From an optimization exercise on the open Yosys and OpenROAD flow, aimed at a short achievable clock period and few clock cycles; shortcuts taken in it are not production practice.
RTL that was checked went through simulation tests only; none was proved equivalent to the original.
Power figures rest on the tool's default switching activity, not on a simulated workload.

== v39 ==
// RV32Core
module RV32Core(
    input  wire        CPU_CLK,
    input  wire        CPU_RST,
    output wire [31:0] imem_addr,
    input  wire [31:0] imem_rdata,
    output wire [31:0] dmem_addr,
    output wire [3:0]  dmem_we,
    output wire [31:0] dmem_wdata,
    input  wire [31:0] dmem_rdata
    );
    localparam NB = 4;      
    reg  [31:2]   pcF;
    reg  [NB-1:0] bValid;
    reg  [31:2]   bTag [0:NB-1];
    reg  [31:2]   bTgt [0:NB-1];
    reg  [1:0]    bCtr [0:NB-1];
    reg  [1:0]    bPtr;
    reg           updV, updTaken, updJal;
    reg  [NB-1:0] updHit;
    reg  [31:2]   updPc, updTgt;
    reg           vF2, predF2;
    reg  [31:2]   pcF2;
    reg  [NB-1:0] bHitF2;
    reg           vS, predS;
    reg  [31:0]   irS;
    reg  [31:2]   pcS;
    reg  [NB-1:0] bHitS;
    reg           vD, predD;
    reg  [31:0]   irD;
    reg  [31:2]   pcD;
    reg  [NB-1:0] bHitD;
    reg           validE, predE;
    reg  [NB-1:0] bHitE;
    reg           elE, elM;      
    reg           wrE, ldE, stE, brE, jalE;
    reg  [4:0]    rdE;
    reg  [2:0]    f3E;
    reg           sraE;
    reg  [9:0]    aluSelE;       
    reg  [31:0]   rfAE, rfBE, immE, constE;
    reg           fAME, fBME, fSME, fACE, fBCE, fAGE;
    reg  [4:0]    rfSE;
    reg           rAlwE, rEqE, rNeE, rLtE, rGeE, rLtuE, rGeuE, tPcE, tAguE;
    reg  [31:2]   tgtE, linkE, pcE;
    reg           wrM, ldM;
    reg  [4:0]    rdM;
    reg  [31:0]   resM;
    reg  [2:0]    f3M;
    reg  [1:0]    alM;
    reg  [31:0]   daddrM, dwdataM;
    reg  [3:0]    dweM;
    reg           wrW, ldW;
    reg  [4:0]    rdW;
    reg  [31:0]   resW;
    reg  [2:0]    f3W;
    reg  [1:0]    alW;
    reg  [31:0]   rf [1:31];
    assign imem_addr  = {pcF, 2'b00};
    assign dmem_addr  = daddrM;
    assign dmem_we    = dweM;
  ...
Size: about 170 I/O pins, about 100000 um^2 of cells after synthesis.
clock: 10.0 ns
lec_check: 0
cap_margin: 20
core_margin: 2
core_utilization: 22
gpl_timing_driven: 1
slew_margin: 20
synth_hierarchical: 1
tns_end_percent: 100
standard.sh (not shown) runs the stock make flow with config.mk's settings and CLKGATE_MAP_FILE= SYNTH_SCRIPT=/design/flow/synth_recipe.tcl, a recipe that flattens the netlist after the stock synthesis.
==> flow/flow/run.sh <==
#!/bin/bash
set -euo pipefail
bash standard.sh SETUP_SLACK_MARGIN=6.8 finish > standard_flow.log 2>&1
Every stage of the flow completed for v39, and the final layout passed the timing, design-rule and antenna checks.
#### Input delta (v27 over v39)
--- a/flow/design.v
+++ b/flow/design.v
@@ -20,18 +20,17 @@
     assign pn = ~(ph & pl);
 endmodule
 module Inv2 (input wire g, input wire p, output wire gn, output wire pn);
     assign gn = ~g;
     assign pn = ~p;
 endmodule
-module KSAdd #(parameter W = 32) (
+module KSAdd #(parameter W = 32, parameter L = 5) (
     input  wire [W-1:0] a,
     input  wire [W-1:0] b,
     output wire [W-1:0] s
     );
-    localparam L = $clog2(W);
     wire [W-1:0] x;
     wire [W-1:0] g [0:L];
     wire [W-1:0] p [0:L];
     genvar l, i;
     generate
         for (i = 0; i < W; i = i + 1) begin : leaf
@@ -166,12 +165,14 @@
     reg  [9:0]    aluSelE;       
     reg  [31:0]   rfAE, rfBE, immE, constE;
     reg           fAME, fBME, fSME, fACE, fBCE, fAGE;
     reg  [4:0]    rfSE;
     reg           rAlwE, rEqE, rNeE, rLtE, rGeE, rLtuE, rGeuE, tPcE, tAguE;
     reg  [31:2]   tgtE, linkE, pcE;
+    reg           redirM;
+    reg  [31:2]   redirTgtM;
     reg           wrM, ldM;
     reg  [4:0]    rdM;
     reg  [31:0]   resM;
     reg  [2:0]    f3M;
     reg  [1:0]    alM;
     reg  [31:0]   daddrM, dwdataM;
@@ -179,13 +180,14 @@
     reg           wrW, ldW;
     reg  [4:0]    rdW;
     reg  [31:0]   resW;
     reg  [2:0]    f3W;
     reg  [1:0]    alW;
     reg  [31:0]   rf [1:31];
-    assign imem_addr  = {pcF, 2'b00};
+    reg  [31:2]   pcO;
+    assign imem_addr  = {pcO, 2'b00};
     assign dmem_addr  = daddrM;
     assign dmem_we    = dweM;
     assign dmem_wdata = dwdataM;
     wire [1:0]  ldAl = elM ? alM : alW;
     wire [2:0]  ldF3 = elM ? f3M : f3W;
     wire [31:0] ldShift = dmem_rdata >> {ldAl, 3'b000};
@@ -308,23 +310,31 @@
     wire [31:0] agu;
     KSAdd #(32) addAgu (.a(opAg), .b(immE), .s(agu));
     wire redirE;
     RedirCell rdc (.alw(rAlwE), .sEq(rEqE), .sNe(rNeE), .sLt(rLtE), .sGe(rGeE),
                    .sLtu(rLtuE), .sGeu(rGeuE), .eq(beq), .lt(slt), .ltu(sltu), .r(redirE));
     wire [31:2] redirTgt = tPcE ? tgtE : (tAguE ? agu[31:2] : linkE);
+    reg [31:2] pcNext;
+    always @(*) begin
+        if (redirM)      pcNext = redirTgtM;
+        else if (redirD) pcNext = pcImmD[31:2];
+        else if (dropF2) pcNext = pcF2;           
+        else if (predF)  pcNext = bTgtF;
+        else             pcNext = pcF + 30'd1;
+    end
     reg [3:0] weE;
     always @(*) begin
         case (f3E[1:0])
             2'b00:   weE = 4'b0001 << agu[1:0];
             2'b01:   weE = agu[1] ? 4'b1100 : 4'b0011;
             default: weE = 4'b1111;
         endcase
     end
     wire [31:0] stData = (f3E[1:0] == 2'b00) ? {4{opB[7:0]}} :
                          (f3E[1:0] == 2'b01) ? {2{opB[15:0]}} : opB;
-    wire advD   = vD && !stallD && !redirE;      
+    wire advD   = vD && !stallD && !redirM;      
     wire redirD = advD && sTakeD;                
     wire takeD  = advD || !vD;                   
     wire loadD  = !stallD;      
     wire dropF2 = vF2 && stallD && vS;
     always @(posedge CPU_CLK or posedge CPU_RST) begin
         if (CPU_RST) begin
@@ -346,26 +356,23 @@
             elM     <= 1'b0;
             stE     <= 1'b0;
             brE     <= 1'b0;
             jalE    <= 1'b0;
             wrM     <= 1'b0;
             ldM     <= 1'b0;
-            dweM    <= 4'b0;
+            redirM  <= 1'b0;
             wrW     <= 1'b0;
             ldW     <= 1'b0;
             bValid  <= {NB{1'b0}};
             bPtr    <= 2'b0;
             updV    <= 1'b0;
         end else begin
-            if (redirE)      pcF <= redirTgt;
-            else if (redirD) pcF <= pcImmD[31:2];
-            else if (dropF2) pcF <= pcF2;           
-            else if (predF)  pcF <= bTgtF;
-            else             pcF <= pcF + 30'd1;
-            vF2 <= !(redirE || redirD || dropF2);
-            if (redirE || redirD) begin
+            pcF <= pcNext;
+            vF2 <= !(redirM || redirD || dropF2);
+            redirM <= redirE && !redirM;
+            if (redirM || redirD) begin
                 vS <= 1'b0;
                 vD <= 1'b0;
             end else if (takeD) begin
                 vD <= vS || vF2;
                 vS <= vS && vF2;
             end else begin
@@ -382,19 +389,18 @@
             wrE    <= advD && wrD;
             ldE    <= advD && isLd && !elD;
             elE    <= advD && isLd && elD;
             stE    <= advD && isSt;
             brE    <= advD && isBr;
             jalE   <= advD && isJal;
-            wrM  <= wrE;
-            ldM  <= ldE;
-            elM  <= elE;
-            dweM <= stE ? weE : 4'b0;
+            wrM  <= wrE && !redirM;
+            ldM  <= ldE && !redirM;
+            elM  <= elE && !redirM;
             wrW  <= wrM;
             ldW  <= ldM;
-            updV <= validE && (brE || jalE);
+            updV <= validE && (brE || jalE) && !redirM;
             if (updV && !(|updHit) && updTaken) begin
                 bValid[bPtr] <= 1'b1;
                 bPtr         <= bPtr + 2'd1;
             end
         end
     end
@@ -453,12 +459,15 @@
             end else if (updTaken) begin
                 bTag[bPtr] <= updPc;
                 bTgt[bPtr] <= updTgt;
                 bCtr[bPtr] <= updJal ? 2'b11 : 2'b10;
             end
         end
+        pcO     <= CPU_RST ? 30'b0 : pcNext;
+        dweM    <= (CPU_RST || redirM || !stE) ? 4'b0 : weE;
+        redirTgtM <= redirTgt;
         rdM     <= rdE;
         resM    <= aluOut;
         f3M     <= f3E;
         alM     <= agu[1:0];
         daddrM  <= elD ? immI : agu;
         dwdataM <= stData;
## What came out
Maximum number of pins on one net before global-route repair ended up about 0.6% lower on v27 than on v39.
Taking v39 as the reference point, the well-tap cell count of v27 rises by 3.7%.
[compare] base=v39 new=v27: full die area rose 2.8%, aggregate routed wire length rose 1.4%, area occupied by registers rose about 2.6%.
Testbench counts of v27, summed over its fixed seeds: cycles 75,506.
For v39, only the layout was checked, not whether the RTL still works.

Another version of the RTL of RV32Core (not shown whole).
For scale: about 100000 um2 of cells after synthesis.
clock: 10.0 ns
lec_check: 0
cap_margin: 20
core_margin: 2
core_utilization: 22
gpl_timing_driven: 1
slew_margin: 20
synth_hierarchical: 1
tns_end_percent: 100
Scripts as last shown in full above: flow/flow/run.sh
==> next run, changes <==
--- a/flow/design.v
+++ b/flow/design.v
@@ -19,20 +19,19 @@
     assign gn = ~(gh | (ph & gl));
     assign pn = ~(ph & pl);
 endmodule
 module Inv2 (input wire g, input wire p, output wire gn, output wire pn);
     assign gn = ~g;
     assign pn = ~p;
 endmodule
-module KSAdd #(parameter W = 32) (
+module KSAdd #(parameter W = 32, parameter L = 5) (
     input  wire [W-1:0] a,
     input  wire [W-1:0] b,
     output wire [W-1:0] s
     );
-    localparam L = $clog2(W);
     wire [W-1:0] x;
     wire [W-1:0] g [0:L];
     wire [W-1:0] p [0:L];
     genvar l, i;
     generate
         for (i = 0; i < W; i = i + 1) begin : leaf
             XCell  xc (.a(a[i]), .b(b[i]), .x(x[i]));
@@ -165,31 +164,28 @@
     reg           sraE;
     reg  [9:0]    aluSelE;       
     reg  [31:0]   rfAE, rfBE, immE, constE;
     reg           fAME, fBME, fSME, fACE, fBCE, fAGE;
     reg  [4:0]    rfSE;
     reg           rAlwE, rEqE, rNeE, rLtE, rGeE, rLtuE, rGeuE, tPcE, tAguE;
     reg  [31:2]   tgtE, linkE, pcE;
-    reg           redirM;
-    reg  [31:2]   redirTgtM;
     reg           wrM, ldM;
     reg  [4:0]    rdM;
     reg  [31:0]   resM;
     reg  [2:0]    f3M;
     reg  [1:0]    alM;
     reg  [31:0]   daddrM, dwdataM;
     reg  [3:0]    dweM;
     reg           wrW, ldW;
     reg  [4:0]    rdW;
     reg  [31:0]   resW;
     reg  [2:0]    f3W;
     reg  [1:0]    alW;
     reg  [31:0]   rf [1:31];
-    reg  [31:2]   pcO;
-    assign imem_addr  = {pcO, 2'b00};
+    assign imem_addr  = {pcF, 2'b00};
     assign dmem_addr  = daddrM;
     assign dmem_we    = dweM;
     assign dmem_wdata = dwdataM;
     wire [1:0]  ldAl = elM ? alM : alW;
     wire [2:0]  ldF3 = elM ? f3M : f3W;
     wire [31:0] ldShift = dmem_rdata >> {ldAl, 3'b000};
     reg  [31:0] ldVal;
@@ -310,33 +306,25 @@
     wire takenE = jalE || (brE && cond);
     wire [31:0] agu;
     KSAdd #(32) addAgu (.a(opAg), .b(immE), .s(agu));
     wire redirE;
     RedirCell rdc (.alw(rAlwE), .sEq(rEqE), .sNe(rNeE), .sLt(rLtE), .sGe(rGeE),
                    .sLtu(rLtuE), .sGeu(rGeuE), .eq(beq), .lt(slt), .ltu(sltu), .r(redirE));
     wire [31:2] redirTgt = tPcE ? tgtE : (tAguE ? agu[31:2] : linkE);
-    reg [31:2] pcNext;
-    always @(*) begin
-        if (redirM)      pcNext = redirTgtM;
-        else if (redirD) pcNext = pcImmD[31:2];
-        else if (dropF2) pcNext = pcF2;           
-        else if (predF)  pcNext = bTgtF;
-        else             pcNext = pcF + 30'd1;
-    end
     reg [3:0] weE;
     always @(*) begin
         case (f3E[1:0])
             2'b00:   weE = 4'b0001 << agu[1:0];
             2'b01:   weE = agu[1] ? 4'b1100 : 4'b0011;
             default: weE = 4'b1111;
         endcase
     end
     wire [31:0] stData = (f3E[1:0] == 2'b00) ? {4{opB[7:0]}} :
                          (f3E[1:0] == 2'b01) ? {2{opB[15:0]}} : opB;
-    wire advD   = vD && !stallD && !redirM;      
+    wire advD   = vD && !stallD && !redirE;      
     wire redirD = advD && sTakeD;                
     wire takeD  = advD || !vD;                   
     wire loadD  = !stallD;      
     wire dropF2 = vF2 && stallD && vS;
     always @(posedge CPU_CLK or posedge CPU_RST) begin
         if (CPU_RST) begin
             pcF     <= 30'b0;
@@ -356,25 +344,28 @@
             elE     <= 1'b0;
             elM     <= 1'b0;
             stE     <= 1'b0;
             brE     <= 1'b0;
             jalE    <= 1'b0;
             wrM     <= 1'b0;
             ldM     <= 1'b0;
-            redirM  <= 1'b0;
+            dweM    <= 4'b0;
             wrW     <= 1'b0;
             ldW     <= 1'b0;
             bValid  <= {NB{1'b0}};
             bPtr    <= 2'b0;
             updV    <= 1'b0;
         end else begin
-            pcF <= pcNext;
-            vF2 <= !(redirM || redirD || dropF2);
-            redirM <= redirE && !redirM;
-            if (redirM || redirD) begin
+            if (redirE)      pcF <= redirTgt;
+            else if (redirD) pcF <= pcImmD[31:2];
+            else if (dropF2) pcF <= pcF2;           
+            else if (predF)  pcF <= bTgtF;
+            else             pcF <= pcF + 30'd1;
+            vF2 <= !(redirE || redirD || dropF2);
+            if (redirE || redirD) begin
                 vS <= 1'b0;
                 vD <= 1'b0;
             end else if (takeD) begin
                 vD <= vS || vF2;
                 vS <= vS && vF2;
             end else begin
                 vS <= vS || vF2;
@@ -389,20 +380,21 @@
             rGeuE  <= advD && brGeu;
             wrE    <= advD && wrD;
             ldE    <= advD && isLd && !elD;
             elE    <= advD && isLd && elD;
             stE    <= advD && isSt;
             brE    <= advD && isBr;
             jalE   <= advD && isJal;
-            wrM  <= wrE && !redirM;
-            ldM  <= ldE && !redirM;
-            elM  <= elE && !redirM;
+            wrM  <= wrE;
+            ldM  <= ldE;
+            elM  <= elE;
+            dweM <= stE ? weE : 4'b0;
             wrW  <= wrM;
             ldW  <= ldM;
-            updV <= validE && (brE || jalE) && !redirM;
+            updV <= validE && (brE || jalE);
             if (updV && !(|updHit) && updTaken) begin
                 bValid[bPtr] <= 1'b1;
                 bPtr         <= bPtr + 2'd1;
             end
         end
     end
     always @(posedge CPU_CLK) begin
@@ -459,17 +451,14 @@
                     end
             end else if (updTaken) begin
                 bTag[bPtr] <= updPc;
                 bTgt[bPtr] <= updTgt;
                 bCtr[bPtr] <= updJal ? 2'b11 : 2'b10;
             end
         end
-        pcO     <= CPU_RST ? 30'b0 : pcNext;
-        dweM    <= (CPU_RST || redirM || !stE) ? 4'b0 : weE;
-        redirTgtM <= redirTgt;
         rdM     <= rdE;
         resM    <= aluOut;
         f3M     <= f3E;
         alM     <= agu[1:0];
         daddrM  <= elD ? immI : agu;
         dwdataM <= stData;
         rdW  <= rdM;
Register-to-register slack loses 0.29 ns.
Total power goes down by about 3.7%.
Wire length goes down by 1.4%.
Sequential power goes down by about 6%.
Clock skew goes up by 0.0069 ns.
Combinational power is about the same.
Cell count goes down by 3.0%.
Cell area goes down by about 3%.
Area after synthesis goes down by 2.7%.
First-iteration DRC count goes down by 4.8%.
Synthesized cell count goes down by about 2.5%.
Via count goes down by about 2.4%.
Critical path depth goes down by 1.
Worst setup slack loses 0.29 ns.
Testbench counts after the change, summed over its fixed seeds: cycles 74,060.
For the first run of this note, only the layout was checked, not whether the RTL still works.

-- static timing again, ports no longer ideal --
How much do the figures lean on ideal ports? The routed layouts below were timed once more, with nothing changed but the port constraints. Step 1 assumes that a clkbuf_16 drives the clock port and a buf_2 every other input. Step 2 also shifts input and output timing later by t, the mid clock arrival at the registers, as if the neighbouring blocks saw the same clock. Slacks: ideal / step 1 / step 2; pairs: ideal / step 1.
| run | t (ns) | setup WS [ns] | pins driven straight from the clock port |
|---|---|---|---|
| v39 | 1.022 | 6.234 / 6.234 / 5.568 | 1 |
| v27 | 1.022 | 6.524 / 6.447 / 5.704 | 1 |
| the first run of note 2 | 1.022 | 6.524 / 6.447 / 5.704 | 1 |
| the second run of note 2 | 1.022 | 6.234 / 6.234 / 5.568 | 1 |
After both steps every run listed still meets setup and hold.
